Source: an optimization exercise on an open RTL-to-GDS flow (aim: small area and a short achievable clock period). Production flows keep margins and buffers that such runs may drop.
Where RTL was checked, it was by simulation tests only, not by an equivalence proof against the original.
Power and IR drop assume default switching activity.

== old ==
==> flow/design.v <==
module kv_slot_match (
    input wire [15:0] key_in,
    input wire [15:0] key,
    input wire free,
    output wire match
);
    assign match = !free && (key == key_in);
endmodule
module kv_sel_bit (
    input wire [31:0] match,
    input wire [31:0] bits,
    output wire out
);
    assign out = |(match & bits);
endmodule
module map_data_structure #(
    parameter KEY_WIDTH = 16,
    parameter VALUE_WIDTH = 16,
    parameter MAP_SIZE = 32
)(
    input wire clk,
    input wire reset,
    input wire [KEY_WIDTH-1:0] key_in,
    input wire [VALUE_WIDTH-1:0] value_in,
    input wire [1:0] op,  
    input wire valid_in,
    output wire ready_out,
    output wire [VALUE_WIDTH-1:0] value_out,
    output wire valid_out,
    input wire ready_in
);
    localparam NOP = 2'b00,
               INSERT = 2'b01,
               DELETE = 2'b10,
               LOOKUP = 2'b11;
    reg [KEY_WIDTH-1:0] keys [0:MAP_SIZE-1];
    reg [VALUE_WIDTH-1:0] values [0:MAP_SIZE-1];
    reg [MAP_SIZE-1:0] free;
    wire [MAP_SIZE-1:0] match;
    genvar g, b;
    generate
        for (g = 0; g < MAP_SIZE; g = g + 1) begin : m
            kv_slot_match u_match (
                .key_in(key_in), .key(keys[g]), .free(free[g]), .match(match[g])
            );
        end
        for (b = 0; b < VALUE_WIDTH; b = b + 1) begin : s
            wire [MAP_SIZE-1:0] column;
            for (g = 0; g < MAP_SIZE; g = g + 1) begin : c
                assign column[g] = values[g][b];
            end
            kv_sel_bit u_sel (.match(match), .bits(column), .out(value_out[b]));
        end
    endgenerate
    wire hit = |match;
    reg [MAP_SIZE-1:0] first_free;
    reg seen;
    integer i;
    always @(*) begin
        seen = 1'b0;
        for (i = 0; i < MAP_SIZE; i = i + 1) begin
            first_free[i] = free[i] && !seen;
            seen = seen | free[i];
        end
    end
    wire do_insert = (op == INSERT) && valid_in && ready_out;
    wire do_delete = (op == DELETE) && valid_in;
    always @(posedge clk) begin
        if (reset)
            free <= {MAP_SIZE{1'b1}};
        else
            free <= (free | (match & {MAP_SIZE{do_insert | do_delete}}))
                  & ~(first_free & {MAP_SIZE{do_insert}});
    end
    always @(posedge clk) begin
        for (i = 0; i < MAP_SIZE; i = i + 1)
            if (free[i]) begin
                keys[i] <= key_in;
                values[i] <= value_in;
            end
    end
    assign valid_out = (op == LOOKUP) && hit;
    assign ready_out = |free;
endmodule
export LEC_CHECK = 0
export CAP_MARGIN = 20
export CORE_MARGIN = 2
export CORE_UTILIZATION = 60
export CTS_BUF_LIST = sky130_fd_sc_hd__clkbuf_8
export CTS_CLUSTER_DIAMETER = 60
export CTS_CLUSTER_SIZE = 16
export SETUP_SLACK_MARGIN = 4
export SLEW_MARGIN = 20
export SYNTH_HIERARCHICAL = 1
export SYNTH_MINIMUM_KEEP_SIZE = 0
create_clock -name core_clock -period 10.0 [get_ports {clk}]
run.sh (not shown) runs the stock make flow with config.mk's settings and CLKGATE_MAP_FILE= SYNTH_SCRIPT=/design/flow/synth_recipe.tcl, a recipe that flattens the netlist after the stock synthesis.
### old -> new
-- flow/design.v --
<<< old, line 1
module kv_slot_match (
    input wire [15:0] key_in,
>>> new, line 1
module kv_nor2 (input wire a, input wire b, output wire y);
    assign y = !(a | b);
endmodule
module kv_nand2 (input wire a, input wire b, output wire y);
    assign y = !(a & b);
endmodule
module kv_nor4 (input wire a, input wire b, input wire c, input wire d, output wire y);
    assign y = !(a | b | c | d);
endmodule
module kv_nand4 (input wire a, input wire b, input wire c, input wire d, output wire y);
    assign y = !(a & b & c & d);
endmodule
module kv_slot_match (
    input wire [15:0] key_in,
<<< old, line 7
    assign match = !free && (key == key_in);
endmodule
module kv_sel_bit (
    input wire [31:0] match,
>>> new, line 19
    assign match = !free && (key == key_in);
endmodule
module kv_sel_oct (
    input wire [7:0] match,
    input wire [7:0] bits,
    output wire out
);
    assign out = |(match & bits);
endmodule
module kv_sel_bit (
    input wire [31:0] match,
<<< old, line 12
    output wire out
);
    assign out = |(match & bits);
endmodule
module map_data_structure #(
>>> new, line 31
    output wire out
);
    wire [3:0] oct;        
    wire [1:0] half_n;     
    genvar n;
    generate
        for (n = 0; n < 4; n = n + 1) begin : o
            kv_sel_oct u_oct (.match(match[8*n+7:8*n]), .bits(bits[8*n+7:8*n]), .out(oct[n]));
        end
        for (n = 0; n < 2; n = n + 1) begin : h
            kv_nor2 u_nor (.a(oct[2*n]), .b(oct[2*n+1]), .y(half_n[n]));
        end
    endgenerate
    kv_nand2 u_out (.a(half_n[0]), .b(half_n[1]), .y(out));
endmodule
module kv_miss (
    input wire [31:0] match,
    output wire miss
);
    wire [7:0] none4;
    wire [1:0] any16;
    genvar n;
    generate
        for (n = 0; n < 8; n = n + 1) begin : q
            kv_nor4 u_nor (.a(match[4*n]), .b(match[4*n+1]), .c(match[4*n+2]), .d(match[4*n+3]), .y(none4[n]));
        end
        for (n = 0; n < 2; n = n + 1) begin : h
            kv_nand4 u_nand (.a(none4[4*n]), .b(none4[4*n+1]), .c(none4[4*n+2]), .d(none4[4*n+3]), .y(any16[n]));
        end
    endgenerate
    kv_nor2 u_out (.a(any16[0]), .b(any16[1]), .y(miss));
endmodule
module map_data_structure #(
<<< old, line 53
        end
    endgenerate
    wire hit = |match;
    reg [MAP_SIZE-1:0] first_free;
    reg seen;
>>> new, line 100
        end
    endgenerate
    wire miss;
    kv_miss u_miss (.match(match), .miss(miss));
    wire hit = !miss;
    reg [MAP_SIZE-1:0] first_free;
    reg seen;
==> summary.txt <==
- No run among new and old stopped early or left any final violation; all are clean.
- Cell count along the critical path: higher on new
- new gives more synthesized cell count than old did.
- Wire: new routes less than old
- Diff old -> new | global-route usage | decrease of 3.0 points
- The higher area after synthesis came out of new.
- old -> new: power decreased by a few percent
- Measured against each other, new and old differ in clock-buffer cell count, the higher figure coming from old.
- What old reported for switching power total has to be multiplied by 0.950 to get the figure for new.
- STATUS number of vias in the routed layout: new loses against old
Function not checked in old: the RTL went through the layout flow alone.


## main
Another version of the RTL of map_data_structure (not shown whole).
For scale: about 2300 cells after synthesis.
==> flow/design.v (excerpt) <==
module map_data_structure #(
    parameter KEY_WIDTH = 16,
    parameter VALUE_WIDTH = 16,
    parameter MAP_SIZE = 32
)(
    input wire clk,
    input wire reset,
    input wire [KEY_WIDTH-1:0] key_in,
    input wire [VALUE_WIDTH-1:0] value_in,
    input wire [1:0] op,  
    input wire valid_in,
    output wire ready_out,
    output wire [VALUE_WIDTH-1:0] value_out,
    output wire valid_out,
    input wire ready_in
);
==> module kv_aoi22, before the edit <==
module kv_aoi22 (input wire a0, input wire a1, input wire b0, input wire b1, output wire y);
    assign y = !((a0 & a1) | (b0 & b1));
endmodule
==> module kv_slot_match, before the edit <==
module kv_slot_match (
    input wire [15:0] key_in,
    input wire [15:0] key,
    input wire free,
    output wire match
);
    wire [15:0] diff = key ^ key_in;
    wire [3:0] same4;    
    wire differs;        
    genvar n;
    generate
        for (n = 0; n < 4; n = n + 1) begin : q
            kv_nor4 u_nor (.a(diff[4*n]), .b(diff[4*n+1]), .c(diff[4*n+2]), .d(diff[4*n+3]), .y(same4[n]));
        end
    endgenerate
    kv_nand4 u_all (.a(same4[0]), .b(same4[1]), .c(same4[2]), .d(same4[3]), .y(differs));
    kv_nor2 u_match (.a(differs), .b(free), .y(match));
endmodule
==> module kv_sel_bit, before the edit <==
module kv_sel_bit (
    input wire [31:0] match,
    input wire [31:0] bits,
    output wire out
);
    wire [15:0] pair_n;    
    wire [3:0] oct;        
    wire [1:0] half_n;     
    genvar n;
    generate
        for (n = 0; n < 16; n = n + 1) begin : p
            kv_aoi22 u_aoi (.a0(match[2*n]), .a1(bits[2*n]), .b0(match[2*n+1]), .b1(bits[2*n+1]), .y(pair_n[n]));
        end
        for (n = 0; n < 4; n = n + 1) begin : o
            kv_nand4 u_nand (.a(pair_n[4*n]), .b(pair_n[4*n+1]), .c(pair_n[4*n+2]), .d(pair_n[4*n+3]), .y(oct[n]));
        end
        for (n = 0; n < 2; n = n + 1) begin : h
            kv_nor2 u_nor (.a(oct[2*n]), .b(oct[2*n+1]), .y(half_n[n]));
        end
    endgenerate
    kv_nand2 u_out (.a(half_n[0]), .b(half_n[1]), .y(out));
endmodule
Settings: LEC_CHECK=0, CAP_MARGIN=20, CORE_MARGIN=2, CORE_UTILIZATION=60, CTS_BUF_LIST=sky130_fd_sc_hd__clkbuf_8, CTS_CLUSTER_DIAMETER=60, CTS_CLUSTER_SIZE=16, SETUP_SLACK_MARGIN=4, SLEW_MARGIN=20, SYNTH_HIERARCHICAL=1, SYNTH_MINIMUM_KEEP_SIZE=0; clock period 10.0 ns.
#### Input delta (the feature branch over main)
-- flow/design.v --
<<< main, line 11
    assign y = !(a & b & c & d);
endmodule
module kv_aoi22 (input wire a0, input wire a1, input wire b0, input wire b1, output wire y);
    assign y = !((a0 & a1) | (b0 & b1));
endmodule
module kv_slot_match (
    input wire [15:0] key_in,
>>> the feature branch, line 11
    assign y = !(a & b & c & d);
endmodule
module kv_slot_match (
    input wire [15:0] key_in,
<<< main, line 21
);
    wire [15:0] diff = key ^ key_in;
    wire [3:0] same4;    
    wire differs;        
    genvar n;
    generate
        for (n = 0; n < 4; n = n + 1) begin : q
            kv_nor4 u_nor (.a(diff[4*n]), .b(diff[4*n+1]), .c(diff[4*n+2]), .d(diff[4*n+3]), .y(same4[n]));
        end
    endgenerate
    kv_nand4 u_all (.a(same4[0]), .b(same4[1]), .c(same4[2]), .d(same4[3]), .y(differs));
    kv_nor2 u_match (.a(differs), .b(free), .y(match));
endmodule
module kv_sel_bit (
>>> the feature branch, line 18
);
    wire [15:0] diff = key ^ key_in;
    wire [7:0] same2;    
    wire [3:0] diff4;    
    wire [1:0] same8;    
    wire differs;        
    genvar n;
    generate
        for (n = 0; n < 8; n = n + 1) begin : l1
            kv_nor2 u (.a(diff[2*n]), .b(diff[2*n+1]), .y(same2[n]));
        end
        for (n = 0; n < 4; n = n + 1) begin : l2
            kv_nand2 u (.a(same2[2*n]), .b(same2[2*n+1]), .y(diff4[n]));
        end
        for (n = 0; n < 2; n = n + 1) begin : l3
            kv_nor2 u (.a(diff4[2*n]), .b(diff4[2*n+1]), .y(same8[n]));
        end
    endgenerate
    kv_nand2 u_l4 (.a(same8[0]), .b(same8[1]), .y(differs));
    kv_nor2 u_l5 (.a(differs), .b(free), .y(match));
endmodule
module kv_sel_oct (
    input wire [7:0] match,
    input wire [7:0] bits,
    output wire out
);
    assign out = |(match & bits);
endmodule
module kv_sel_bit (
<<< main, line 37
    output wire out
);
    wire [15:0] pair_n;    
    wire [3:0] oct;        
    wire [1:0] half_n;     
    genvar n;
    generate
        for (n = 0; n < 16; n = n + 1) begin : p
            kv_aoi22 u_aoi (.a0(match[2*n]), .a1(bits[2*n]), .b0(match[2*n+1]), .b1(bits[2*n+1]), .y(pair_n[n]));
        end
        for (n = 0; n < 4; n = n + 1) begin : o
            kv_nand4 u_nand (.a(pair_n[4*n]), .b(pair_n[4*n+1]), .c(pair_n[4*n+2]), .d(pair_n[4*n+3]), .y(oct[n]));
        end
        for (n = 0; n < 2; n = n + 1) begin : h
>>> the feature branch, line 49
    output wire out
);
    wire [3:0] oct;        
    wire [1:0] half_n;     
    genvar n;
    generate
        for (n = 0; n < 4; n = n + 1) begin : o
            kv_sel_oct u_oct (.match(match[8*n+7:8*n]), .bits(bits[8*n+7:8*n]), .out(oct[n]));
        end
        for (n = 0; n < 2; n = n + 1) begin : h
Worst-margin pin slew: the feature branch vs main up 0.035 ns. Compared with main, in the feature branch worst hold path stage count comparable; total length of routed wires now larger. The run showing the greater fill cell total of the finished layout is main. Relative to main, the via density per instance measured on the feature branch has decreased slightly. Summary of the feature branch over main: cell total after placement up 270; end-of-flow core utilization up 1.4 points; first-iteration detailed-routing DRC count up 533. Compared with main, the feature branch shows TritonCTS buffer count that has gone down slightly. Compared with main, the feature branch shows final standard cell area without fillers that has gone down slightly. The feature branch ends up with lower reported net switching power than main does.
Only the layout flow was run in main; the RTL was not checked for function there.

[afterwards: timing with drivers on the ports]
The results above use ideal ports. As a check the final layouts listed here were re-extracted and re-timed, cells and wires unchanged. Step 1 assumes that a clkbuf_16 drives the clock port and a buf_2 every other input. Step 2 adds t to the input delays and takes it off the output delays; t is the mean of the earliest and latest rising clock arrival at the registers after step 1. Input paths then give back, and output paths get back, about the clock's delay inside the block. Slacks: ideal ports / drivers / drivers and shift; pairs: ideal ports / drivers.
| run | shift t [ns] | setup WS [ns] | worst setup path at the end | slew at the worst register clock pin (ns) | pins driven straight from the clock port |
|---|---|---|---|---|---|
| old | 0.742 | 3.507 / 3.234 / 3.234 | input to output | 0.11 / 0.11 | 1 |
| new | 0.746 | 3.590 / 3.387 / 3.387 | input to output | 0.11 / 0.11 | 1 |
| main | 0.760 | 3.785 / 3.571 / 3.571 | input to output | 0.11 / 0.11 | 1 |
| the feature branch | 0.760 | 3.892 / 3.693 / 3.693 | input to output | 0.11 / 0.11 | 1 |
After both steps setup and hold are still met in every run listed. The setup slack of old, which loses most, moves by -0.273 ns with the drivers and by -0.273 ns with both steps.
